This design comes from an exercise in tuning for small area, a short achievable clock period and few clock cycles on the open sky130 flow, not from production work.
Function was checked by simulation only, so behaviour that the tests miss may differ from the original.

== main ==
Design sun, start of the top module:
module sun(
    pclk,
    presetn,
    psels,
    penables,
    pwrites,
    paddrs,
    pwdatas,
    prdatas,
    preadys
);
input pclk;
input presetn;
input psels;
input penables;
input pwrites;
input [31:0] paddrs;
input [31:0] pwdatas;
output [31:0] prdatas;
output preadys;
reg        ws;            
reg        rs;            
reg  [3:0] aq;            
reg        pr0;           
reg        prd;           
reg  [7:0] thr;
reg  [7:0] xmax;
reg  [7:0] ymax;
reg  [7:0] x;             
reg  [7:0] y;             
reg  [7:0] p;             
reg [30:0] r0;            
reg [30:0] r1;
reg        ph;            
reg [23:0] nit;           
reg  [7:0] hq;            
reg  [7:0] kq;            
reg        od;            
reg  [1:0] st;            
reg        ac;            
reg        dv;            
reg        cl;            
reg  [4:0] c;             
reg [30:0] rd;            
wire       wa   = ws;                 
wire       ra   = rs;                 
wire       a0   = (aq == 4'd0);
wire       a1   = (aq == 4'd1);
wire       a2   = (aq == 4'd2);
wire       a3   = (aq == 4'd3);
wire       a4   = (aq == 4'd4);
wire       pix  = wa & a4;
  ...
Size: about 870 cells after synthesis, roughly 200 flip-flops.
==> module sun, before the edit <==
module sun(
    pclk,
    presetn,
    psels,
    penables,
    pwrites,
    paddrs,
    pwdatas,
    prdatas,
    preadys
);
input pclk;
input presetn;
input psels;
input penables;
input pwrites;
input [31:0] paddrs;
input [31:0] pwdatas;
output [31:0] prdatas;
output preadys;
reg        ws;            
reg        rs;            
reg  [3:0] aq;            
reg        pr0;           
reg        prd;           
reg  [7:0] thr;
reg  [7:0] xmax;
reg  [7:0] ymax;
reg  [7:0] x;             
reg  [7:0] y;             
reg  [7:0] p;             
reg [30:0] r0;            
reg [30:0] r1;
reg        ph;            
reg [23:0] nit;           
reg  [7:0] hq;            
reg  [7:0] kq;            
reg        od;            
reg  [1:0] st;            
reg        ac;            
reg        dv;            
reg        cl;            
reg  [4:0] c;             
reg [30:0] rd;            
wire       wa   = ws;                 
wire       ra   = rs;                 
wire       a0   = (aq == 4'd0);
wire       a1   = (aq == 4'd1);
wire       a2   = (aq == 4'd2);
wire       a3   = (aq == 4'd3);
wire       a4   = (aq == 4'd4);
wire       pix  = wa & a4;
wire       ctl  = wa & a0 & (p == 8'h01);
wire       busy = ac | dv;
wire [8:0] gb;
assign gb[0] = 1'b0;
genvar i;
generate for (i = 0; i < 8; i = i + 1) begin : g_cmp
    assign gb[i+1] = (p[i] & ~thr[i]) | (gb[i] & (p[i] | ~thr[i]));
end endgenerate
wire       stp  = pix | ac;
wire [7:0] I    = p & {8{gb[8] & stp}};
wire       xend = (x == xmax);
wire       yend = (y == ymax);
reg  [3:0] dig;
always @(*) begin
    case ({ph, c[1]})
        2'b00: dig = y[3:0];
        2'b01: dig = y[7:4];
        2'b10: dig = x[3:0];
        default: dig = x[7:4];
    endcase
end
wire [7:0] pp0 = I & {8{dig[0]}};
wire [7:0] pp1 = I & {8{dig[1]}};
wire [7:0] pp2 = I & {8{dig[2]}};
wire [7:0] pp3 = I & {8{dig[3]}};
wire [8:0] m1c, m2c, m3c;
wire [7:0] m1s, m2s, m3s;
assign m1c[0] = 1'b0;
assign m2c[0] = 1'b0;
assign m3c[0] = 1'b0;
generate for (i = 0; i < 8; i = i + 1) begin : g_mul
    wire a1b = (i < 7) ? pp0[i+1] : 1'b0;
    assign m1s[i]   = a1b ^ pp1[i] ^ m1c[i];
    assign m1c[i+1] = (a1b & pp1[i]) | (m1c[i] & (a1b ^ pp1[i]));
    wire a2b = (i < 7) ? m1s[i+1] : m1c[8];
    assign m2s[i]   = a2b ^ pp2[i] ^ m2c[i];
    assign m2c[i+1] = (a2b & pp2[i]) | (m2c[i] & (a2b ^ pp2[i]));
    wire a3b = (i < 7) ? m2s[i+1] : m2c[8];
    assign m3s[i]   = a3b ^ pp3[i] ^ m3c[i];
    assign m3c[i+1] = (a3b & pp3[i]) | (m3c[i] & (a3b ^ pp3[i]));
end endgenerate
wire [11:0] pr   = {m3c[8], m3s, m2s[0], m1s[0], pp0[0]};
wire [15:0] addv = c[1] ? {pr, 4'd0} : {4'd0, pr};
wire [30:0] ra_in = (ctl | cl) ? 31'd0 : r1;
wire [31:0] rc;
wire [30:0] rsum;
assign rc[0] = 1'b0;
generate for (i = 0; i < 31; i = i + 1) begin : g_ring
    wire b = (i < 16) ? addv[i] : 1'b0;
    assign rsum[i] = ra_in[i] ^ b ^ rc[i];
    assign rc[i+1] = (ra_in[i] & b) | (rc[i] & (ra_in[i] ^ b));
end endgenerate
wire        last  = ac & (c[1:0] == 2'd3) & xend & yend;
wire [23:0] rem   = {x, y, p};
wire        first = last | (dv & (c == 5'd9));
wire [23:0] ps    = first ? {1'b0, r0[30:8]} : rem;
wire        nb    = first ? r0[7] : kq[7];
wire [24:0] da    = (dv | last) ? {ps, nb} : {17'h1ffff, ~I};
wire [24:0] db    = {1'b1, nit};
wire [25:0] dcy;
wire [24:0] t;
assign dcy[0] = 1'b1;
generate for (i = 0; i < 25; i = i + 1) begin : g_div
    assign t[i]     = da[i] ^ db[i] ^ dcy[i];
    assign dcy[i+1] = (da[i] & db[i]) | (dcy[i] & (da[i] ^ db[i]));
end endgenerate
wire        qb    = dcy[25] & ~(&nit);
wire [23:0] rn    = qb ? t[23:0] : {ps[22:0], nb};
wire        dstep = last | (dv & (c != 5'd8));
wire  [7:0] stb   = {1'b0, st == 2'b00, 2'b00, st == 2'b00, 1'b0, st};
always @(posedge pclk) begin
    ws <= psels & ~penables & pwrites & (paddrs[7:4] == 4'd0);
    rs <= psels & ~penables & ~pwrites & (paddrs[7:4] == 4'd0);
    aq <= paddrs[3:0];
    if (!busy)
        p <= pwdatas[7:0];
    if (wa & a1) thr  <= pwdatas[7:0];
    if (wa & a2) xmax <= pwdatas[7:0];
    if (wa & a3) ymax <= pwdatas[7:0];
    r0 <= rsum;
    r1 <= r0;
    ph <= ~ph;
    if (ctl) begin
        nit <= 24'hffffff;
        x   <= 8'd1;
        y   <= 8'd1;
        st  <= 2'b01;
        cl  <= 1'b1;
    end
    if (cl)
        cl <= 1'b0;
    if (ra) begin
        case (aq)
            4'h1: rd[7:0] <= thr;
            4'h5: rd[7:0] <= stb;
            4'h6, 4'h7: rd <= (r0 & {31{aq[0] ^ ~ph}}) | (r1 & {31{aq[0] ^ ph}});
            4'h8, 4'h9: rd <= {23'd0, (hq & {8{aq[0] ^ ~od}}) | (kq & {8{aq[0] ^ od}})};
            default: ;
        endcase
    end
    if (stp) begin
        ac <= 1'b1;
        c  <= c + 5'd1;
        if (c[1:0] == 2'd0)
            nit <= t[23:0];
        if (c[1:0] == 2'd3) begin
            ac <= 1'b0;
            c  <= 5'd0;
            if (xend) begin
                x <= 8'd1;
                if (yend) begin
                    st <= 2'b11;
                    dv <= 1'b1;
                    od <= ph;
                    c  <= 5'd1;
                end else begin
                    y  <= y + 8'd1;
                    st <= 2'b10;
                end
            end else begin
                x  <= x + 8'd1;
                st <= 2'b10;
            end
        end
    end
    if (dv)
        c <= c + 5'd1;
    if (dstep) begin
        {x, y, p} <= rn;
        kq <= first ? {r0[6:0], qb} : {kq[6:0], qb};
    end
    if (dv & (c == 5'd8))
        hq <= kq;
    if (dv & (c == 5'd16)) begin
        dv <= 1'b0;
        c  <= 5'd0;
        st <= 2'b00;
    end
    pr0 <= wa & (aq <= 4'd4);
    prd <= pr0;
    if (!presetn) begin
        pr0 <= 1'b0;
        prd <= 1'b0;
        ac  <= 1'b0;
        dv  <= 1'b0;
        cl  <= 1'b0;
        c   <= 5'd0;
        ph  <= 1'b0;
    end
end
assign prdatas = {1'b0, rd};
assign preadys = prd;
endmodule
Settings: LEC_CHECK=0, CAP_MARGIN=20, CORE_MARGIN=2, CORE_UTILIZATION=40, GPL_TIMING_DRIVEN=0, PLACE_DENSITY=0.6, SLEW_MARGIN=20; clock period 80.0 ns.
standard.sh (not shown) runs the stock make flow with config.mk's settings and CLKGATE_MAP_FILE= SYNTH_SCRIPT=/design/flow/synth_recipe.tcl, a recipe that flattens the netlist after the stock synthesis.
==> flow/flow/run.sh <==
#!/bin/bash
# Own layout flow: the standard flow (standard.sh) with these changes in how the
# layout is made:
#  - synthesis maps the logic with an area-oriented ABC script (flow/abc_area.script)
#    instead of ORFS's delay-oriented one, and skips the quick generic ABC pass inside
#    Yosys's synth (synth -noabc for the fine stage), so the full adders written in
#    the RTL reach Yosys's full-adder extraction as written. Everything else in
#    synthesis is unchanged, so the registers (names, count, cells) are the standard
#    synthesis's;
#  - the port buffers are sky130_fd_sc_hd__buf_1 cells;
#  - clock tree synthesis builds a plain H-tree (no sink clustering) of clkbuf_8 below a
#    clkbuf_16 root and adds no dummy loads;
#  - the repair steps after placement and global routing do not use buffers or
#    inverters of drive 8 and up (flow/no_big_buffers.tcl, sourced before each step's
#    resizer starts).
# Each make run writes its full output to a log file in the work folder.
set -euo pipefail
W=$(pwd)
S="$W/scripts_area"
rm -rf "$S"
cp -r "$FLOW_HOME/scripts" "$S"
cp "$W/flow/abc_area.script" "$S/abc_speed.script"
sed -i 's/-run fine: {\*}\$synth_full_args/-run fine: -noabc {*}$synth_full_args/' "$S/synth.tcl"
grep -q -- '-run fine: -noabc' "$S/synth.tcl"
bash standard.sh SCRIPTS_DIR="$S" synth > "$W/make_synth.log" 2>&1
PRE_RESIZE_TCL="$W/flow/no_big_buffers.tcl" PRE_GLOBAL_ROUTE_TCL="$W/flow/no_big_buffers.tcl" \
bash standard.sh BUFFER_PORTS_ARGS="-buffer_cell sky130_fd_sc_hd__buf_1" \
    CTS_ARGS="-repair_clock_nets -dont_use_dummy_load -root_buf sky130_fd_sc_hd__clkbuf_16 -buf_list sky130_fd_sc_hd__clkbuf_8" \
    finish > "$W/make_finish.log" 2>&1
==> flow/flow/abc_area.script <==
strash
dch -f
amap
==> flow/flow/no_big_buffers.tcl <==
set_dont_use {sky130_fd_sc_hd__buf_8 sky130_fd_sc_hd__buf_12 sky130_fd_sc_hd__buf_16 sky130_fd_sc_hd__bufinv_8 sky130_fd_sc_hd__bufinv_16 sky130_fd_sc_hd__inv_8 sky130_fd_sc_hd__inv_12 sky130_fd_sc_hd__inv_16}
Testbench counts of main, summed over its fixed seeds: cycles 19,920.
Setup changes, main to the feature branch
-- flow/design.v --
<<< main, line 50
wire       a3   = (aq == 4'd3);
wire       a4   = (aq == 4'd4);
wire       pix  = wa & a4;
wire       ctl  = wa & a0 & (p == 8'h01);
wire       busy = ac | dv;
>>> the feature branch, line 50
wire       a3   = (aq == 4'd3);
wire       a4   = (aq == 4'd4);
wire       a5   = (aq == 4'd5);
wire       pix  = wa & a4;
wire       rhi  = ra & (aq[3:1] == 3'b011 | aq[3:1] == 3'b100);
wire       s0   = ra & (aq[3:1] == 3'b011) & (aq[0] ^ ~ph);
wire       s1   = ra & (aq[3:1] == 3'b011) & (aq[0] ^ ph);
wire       sh   = ra & (aq[3:1] == 3'b100) & (aq[0] ^ ~od);
wire       sk   = ra & (aq[3:1] == 3'b100) & (aq[0] ^ od);
wire       ctl  = wa & a0 & (p == 8'h01);
wire       busy = ac | dv;
<<< main, line 125
    rs <= psels & ~penables & ~pwrites & (paddrs[7:4] == 4'd0);
    aq <= paddrs[3:0];
    if (!busy)
        p <= pwdatas[7:0];
    if (wa & a1) thr  <= pwdatas[7:0];
    if (wa & a2) xmax <= pwdatas[7:0];
>>> the feature branch, line 131
    rs <= psels & ~penables & ~pwrites & (paddrs[7:4] == 4'd0);
    aq <= paddrs[3:0];
    if (wa & a1) thr  <= pwdatas[7:0];
    if (wa & a2) xmax <= pwdatas[7:0];
<<< main, line 142
    if (cl)
        cl <= 1'b0;
    if (ra) begin
        case (aq)
            4'h1: rd[7:0] <= thr;
            4'h5: rd[7:0] <= stb;
            4'h6, 4'h7: rd <= (r0 & {31{aq[0] ^ ~ph}}) | (r1 & {31{aq[0] ^ ph}});
            4'h8, 4'h9: rd <= {23'd0, (hq & {8{aq[0] ^ ~od}}) | (kq & {8{aq[0] ^ od}})};
            default: ;
        endcase
    end
    if (stp) begin
        ac <= 1'b1;
>>> the feature branch, line 146
    if (cl)
        cl <= 1'b0;
    rd[30:8] <= (rd[30:8] & {23{~rhi}}) |
                (r0[30:8] & {23{s0}}) | (r1[30:8] & {23{s1}});
    rd[7:0]  <= (rd[7:0] & {8{~(rhi | (ra & (a1 | a5)))}}) |
                (r0[7:0] & {8{s0}}) | (r1[7:0] & {8{s1}}) |
                (hq & {8{sh}}) | (kq & {8{sk}}) |
                (thr & {8{ra & a1}}) | (stb & {8{ra & a5}});
    if (stp) begin
        ac <= 1'b1;
<<< main, line 178
    if (dv)
        c <= c + 5'd1;
    if (dstep) begin
        {x, y, p} <= rn;
        kq <= first ? {r0[6:0], qb} : {kq[6:0], qb};
    end
    if (dv & (c == 5'd8))
        hq <= kq;
>>> the feature branch, line 179
    if (dv)
        c <= c + 5'd1;
    if (dstep)
        {x, y} <= rn[23:8];
    p  <= (pwdatas[7:0] & {8{~busy}}) | (rn[7:0] & {8{dstep}}) |
          (p & {8{busy & ~dstep}});
    kq <= ({r0[6:0], qb} & {8{first}}) | ({kq[6:0], qb} & {8{dstep & ~first}}) |
          (kq & {8{~dstep}});
    if (dv & (c == 5'd8))
        hq <= kq;
Results
- For routing usage on met1, the feature branch and main come out practically identical.
- Clock-pin transition on the worst setup and hold timing paths across the feature branch and main: no real change.
- Die extent in y, the feature branch and main: smaller value in the feature branch
- The feature branch vs main — number of cells in the finished layout apart from fillers climbed by a few percent
- Changes observed in the feature branch relative to main: core utilization closely matched the old numbers; overall routing resource usage increased by 0.32 points relative to the old numbers.
- The maximum single-stage delay on the critical path in the feature branch sits 0.02 ns above the value recorded for main.
- The via count reported for the feature branch is higher than the one for main.
- As of the feature branch, summed area of non-filler cells in the final layout had fallen by a few percent compared to main.
- Number of buffers other than clock buffers in the final layout is lower on the feature branch
- Diff main -> the feature branch: area growth from synthesis to layout has decreased, overall die area has decreased.
Testbench counts of the feature branch, summed over its fixed seeds: cycles 19,920.

## port drivers added, routing unchanged
Ports are ideal in the flow. The routed layouts listed here were re-timed in OpenROAD. Step 1: set_driving_cell puts a clkbuf_16 on pclk and a buf_2 on each other input, an assumption about the parent block. Step 2, shift: input delay + t, output delay - t, t = (earliest + latest rising clock arrival at the registers) / 2. This alone moves slack from input paths to output paths. Three values: no drivers, after step 1, after step 2; two values: the first two.
run	t, ns	setup WS [ns]	worst hold slack (ns)	slew at the worst register clock pin (ns)	pins driven straight from the clock port
main	0.428	63.087 / 63.045 / 62.938	0.375 / 0.375 / 0.375	0.10 / 0.10	1
the feature branch	0.425	63.049 / 63.005 / 62.823	0.370 / 0.370 / 0.370	0.12 / 0.12	1
After both steps setup and hold are still met in every run listed. The setup slack of the feature branch, which loses most, moves by -0.044 ns with the drivers and by -0.226 ns with both steps.
